This is an optimization exercise on Yosys and OpenROAD, whose aim is small area and a short achievable clock period, not a production implementation.
RTL that was checked went through simulation tests only; none was proved equivalent to the original.
Power figures rest on the tool's default switching activity, not on a simulated workload.

==> run a: inputs <==
Design fft_16, start of the top module:
module fft_16 (
    input                clk,
    input                rst_n,
    input                en,
    input  signed [11:0] sin_re,
    input  signed [11:0] sin_im,
    output signed [11:0] sout_re,
    output signed [11:0] sout_im
);
    function signed [11:0] sat13(input signed [12:0] x);
        sat13 = (x[12] ^ x[11]) ? {x[12], {11{~x[12]}}} : x[11:0];
    endfunction
    function signed [12:0] sx(input signed [11:0] x);
        sx = x;
    endfunction
    reg [3:0] count;
    wire [3:0] count_n = (!rst_n || !en) ? 4'd0 : count + 4'd1;
    always @(posedge clk) count <= count_n;
    reg z1;             
    reg bf2;            
    reg p2;             
    reg [47:0] sel1;    
    reg w2r, w4r, w6r;  
    wire [47:0] sel1_n;
    tf_dec dec1 (.k(count_n[2:0] + 3'd1), .sel(sel1_n));
    always @(posedge clk) begin
        z1  <= (count_n[2:0] == 3'd0);
        bf2 <= (count_n[2:0] == 3'd0) | (count_n[2] & (count_n[1] | count_n[0]));
        p2  <= (count_n[1:0] == 2'd1) & ~count_n[2];
        sel1 <= sel1_n;
        w2r <= (count_n[1:0] == 2'd1);
        w4r <= (count_n[1:0] == 2'd2);
        w6r <= (count_n[1:0] == 2'd3);
    end
    reg [7:0] age;
    always @(posedge clk) age <= rst_n ? {age[6:0], 1'b1} : 8'd0;
    wire ok1 = age[7];      
    wire ok2 = age[3];      
    wire ok3 = age[1];      
    integer i;
    reg signed [12:0] d1r0_re, d1r0_im;           
    reg signed [11:0] d1_re [1:7];
    reg signed [11:0] d1_im [1:7];
    reg signed [12:0] s1_re, s1_im;               
    reg signed [13:0] p3_re, p3_im;               
    reg        [12:0] v1rs, v1rc, v1is, v1ic;     
    reg               v1r8, v1i8;
    wire signed [11:0] a1_re = ok1 ? d1_re[7] : 12'sd0;
    wire signed [11:0] a1_im = ok1 ? d1_im[7] : 12'sd0;
    wire [12:0] t1rs, t1rc, t1is, t1ic;
    wire        t1r8, t1i8;
    tf_multi tf1 (.a(d1_re[6]), .b(d1_im[6]), .a3(p3_re), .b3(p3_im),
                  .sel(sel1),
                  .re_s(t1rs), .re_c(t1rc), .re_c8(t1r8),
                  .im_s(t1is), .im_c(t1ic), .im_c8(t1i8));
    wire tw1 = ~count[3] & ~z1 & ok1;
    wire signed [12:0] s1a_re = (count[3] | z1) ? sx(a1_re) : tw1 ? v1rs : 13'sd0;
    wire signed [12:0] s1a_im = (count[3] | z1) ? sx(a1_im) : tw1 ? v1is : 13'sd0;
  ...
Settings: LEC_CHECK=0, ABC_CLOCK_PERIOD_IN_PS=2500, CAP_MARGIN=20, CORE_MARGIN=2, CORE_UTILIZATION=40, SLEW_MARGIN=20; clock period 11.0 ns.
standard.sh (not shown) runs the stock make flow with config.mk's settings and CLKGATE_MAP_FILE= SYNTH_SCRIPT=/design/flow/synth_recipe.tcl, a recipe that flattens the netlist after the stock synthesis.
==> flow/flow/run.sh <==
#!/bin/bash
set -euo pipefail
export SETUP_SLACK_MARGIN=8.0
bash standard.sh > make_standard.log 2>&1
==> run b (differences from run a) <==
==> flow/flow/run.sh (replaced) <==
#!/bin/bash
set -euo pipefail
export SETUP_SLACK_MARGIN=7.25
export SETUP_MOVE_SEQUENCE=unbuffer,sizeup,swap,clone,split
bash standard.sh > make_standard.log 2>&1
CORE_UTILIZATION = 65   (was 40)
PLACE_DENSITY = 0.75   (was not set)
==> run c (differences from run a) <==
--- a/flow/design.v
+++ b/flow/design.v
@@ -187,33 +187,37 @@
     wire [12:0] t1rs, t1rc, t1is, t1ic;
     wire        t1r8, t1i8;
     tf_multi tf1 (.a(d1_re[6]), .b(d1_im[6]), .a3(p3_re), .b3(p3_im),
                   .sel(sel1),
                   .re_s(t1rs), .re_c(t1rc), .re_c8(t1r8),
                   .im_s(t1is), .im_c(t1ic), .im_c8(t1i8));
     wire tw1 = ~count[3] & ~z1 & ok1;
-    wire signed [12:0] s1a_re = (count[3] | z1) ? sx(a1_re) : tw1 ? v1rs : 13'sd0;
-    wire signed [12:0] s1a_im = (count[3] | z1) ? sx(a1_im) : tw1 ? v1is : 13'sd0;
-    wire signed [12:0] s1b_re = count[3] ? sx(sin_re) : tw1 ? v1rc : 13'sd0;
-    wire signed [12:0] s1b_im = count[3] ? sx(sin_im) : tw1 ? v1ic : 13'sd0;
-    wire signed [12:0] s1n_re = s1a_re + s1b_re + (tw1 & v1r8);
-    wire signed [12:0] s1n_im = s1a_im + s1b_im + (tw1 & v1i8);
-    wire signed [12:0] d1a_re = count[3] ? sx(a1_re) : 13'sd0;
-    wire signed [12:0] d1a_im = count[3] ? sx(a1_im) : 13'sd0;
-    wire signed [12:0] d1b_re = sx(sin_re) ^ {13{count[3]}};
-    wire signed [12:0] d1b_im = sx(sin_im) ^ {13{count[3]}};
-    wire signed [12:0] d1n_re = d1a_re + d1b_re + count[3];
-    wire signed [12:0] d1n_im = d1a_im + d1b_im + count[3];
+    wire signed [12:0] add1_re = sx(a1_re) + sx(sin_re);
+    wire signed [12:0] add1_im = sx(a1_im) + sx(sin_im);
+    wire signed [12:0] s1a_re = z1 ? sx(a1_re) : tw1 ? v1rs : 13'sd0;
+    wire signed [12:0] s1a_im = z1 ? sx(a1_im) : tw1 ? v1is : 13'sd0;
+    wire signed [12:0] s1b_re = tw1 ? v1rc : 13'sd0;
+    wire signed [12:0] s1b_im = tw1 ? v1ic : 13'sd0;
+    wire signed [12:0] m1_re = s1a_re + s1b_re + (tw1 & v1r8);
+    wire signed [12:0] m1_im = s1a_im + s1b_im + (tw1 & v1i8);
+    wire signed [12:0] s1n_re = count[3] ? add1_re : m1_re;
+    wire signed [12:0] s1n_im = count[3] ? add1_im : m1_im;
+    wire signed [12:0] d1a_re = count[3] ? ~sx(a1_re) : 13'sd0;
+    wire signed [12:0] d1a_im = count[3] ? ~sx(a1_im) : 13'sd0;
+    wire signed [12:0] d1n_re = d1a_re + sx(sin_re);
+    wire signed [12:0] d1n_im = d1a_im + sx(sin_im);
+    reg d1c;
     always @(posedge clk) begin
         v1rs <= t1rs; v1rc <= t1rc; v1is <= t1is; v1ic <= t1ic;
         v1r8 <= t1r8; v1i8 <= t1i8;
         d1r0_re <= d1n_re;
         d1r0_im <= d1n_im;
-        d1_re[1] <= sat13(d1r0_re);
-        d1_im[1] <= sat13(d1r0_im);
+        d1c <= count[3];
+        d1_re[1] <= sat13(d1r0_re ^ {13{d1c}});
+        d1_im[1] <= sat13(d1r0_im ^ {13{d1c}});
         for (i = 2; i < 8; i = i + 1) begin
             d1_re[i] <= d1_re[i-1];
             d1_im[i] <= d1_im[i-1];
         end
         p3_re <= (d1_re[5] <<< 1) + d1_re[5];
         p3_im <= (d1_im[5] <<< 1) + d1_im[5];
         if (!rst_n) begin
==> flow/flow/run.sh (replaced) <==
#!/bin/bash
set -euo pipefail
export SETUP_SLACK_MARGIN=7.25
export SETUP_MOVE_SEQUENCE=unbuffer,sizeup,swap,clone,split
bash standard.sh > make_standard.log 2>&1
CTS_BUF_LIST = sky130_fd_sc_hd__clkbuf_4 sky130_fd_sc_hd__clkbuf_8   (was not set)
==> comparison table <==
|  | run a | run b | run c |
|---|---|---|---|
| Fraction of synthesized cell area in xor and xnor cells | 8.097% | 8.097% | 8.170% |
| Run status | no timing/DRC/antenna violations | no timing/DRC/antenna violations | no timing/DRC/antenna violations |
| Vias in the first global route | 31230 | 29510 | 30580 |
| Number of standard cells after synthesis | 4211 | 4211 | 4341 |
| Portion of total power attributed to sequential cells | 31.7% | 34.5% | 34.3% |
| Non-clock inverter instance count of the final layout | 349 | 349 | 358 |
| Syn Nets | 4851 | 4851 | 5005 |
| Later-pin clock latency in the skew report | 0.66 ns | 0.64 ns | 0.83 ns |
| Fraction of post-synthesis cell area in the top cell type by area | 32.99% | 32.99% | 32.12% |
| Met3 routing resource usage after global routing | 4.067% | 7.247% | 3.666% |
| Reg2reg start | sel1[46] | sel1[27] | s1_im[11] |
| Cell Area, Synth | 40240 um^2 | 40240 um^2 | 41380 um^2 |
| Clock buffers created by TritonCTS | 75 | 71 | 111 |
| Cell-internal power | 7.436 mW | 6.750 mW | 6.566 mW |
| Share of cells above drive strength 1 | 26.56% | 8.331% | 9.390% |
| Hpwl dp | 78.47 mm | 75.14 mm | 84.49 mm |
The RTL of run c was laid out without a check of its function.

[separate check: timing with driven ports]
The results above use ideal ports. As a check the final layouts listed here were re-extracted and re-timed, cells and wires unchanged. Step 1, drivers: a clkbuf_16 drives clk and a buf_2 each remaining input, both assumed. Step 2 also shifts input and output timing later by t, the mid clock arrival at the registers, as if the neighbouring blocks saw the same clock. a / b / c = no drivers / after step 1 / after step 2; a / b = the first two.
run	t (ns)	slack for setup (ns)	worst setup path after step 2	latest minus earliest clock arrival (ns)	worst register clock-pin slew, ns
run a	0.716	7.268 / 7.313 / 6.596	input to register	0.031 / 0.031	0.07 / 0.07
run b	0.690	7.215 / 7.212 / 6.522	input to register	0.029 / 0.028	0.07 / 0.07
run c	0.861	7.319 / 7.331 / 6.497	input to register	0.070 / 0.069	0.07 / 0.07
After both steps setup and hold are still met in every run listed. The setup slack of run c, which loses most, moves by +0.012 ns with the drivers and by -0.822 ns with both steps.
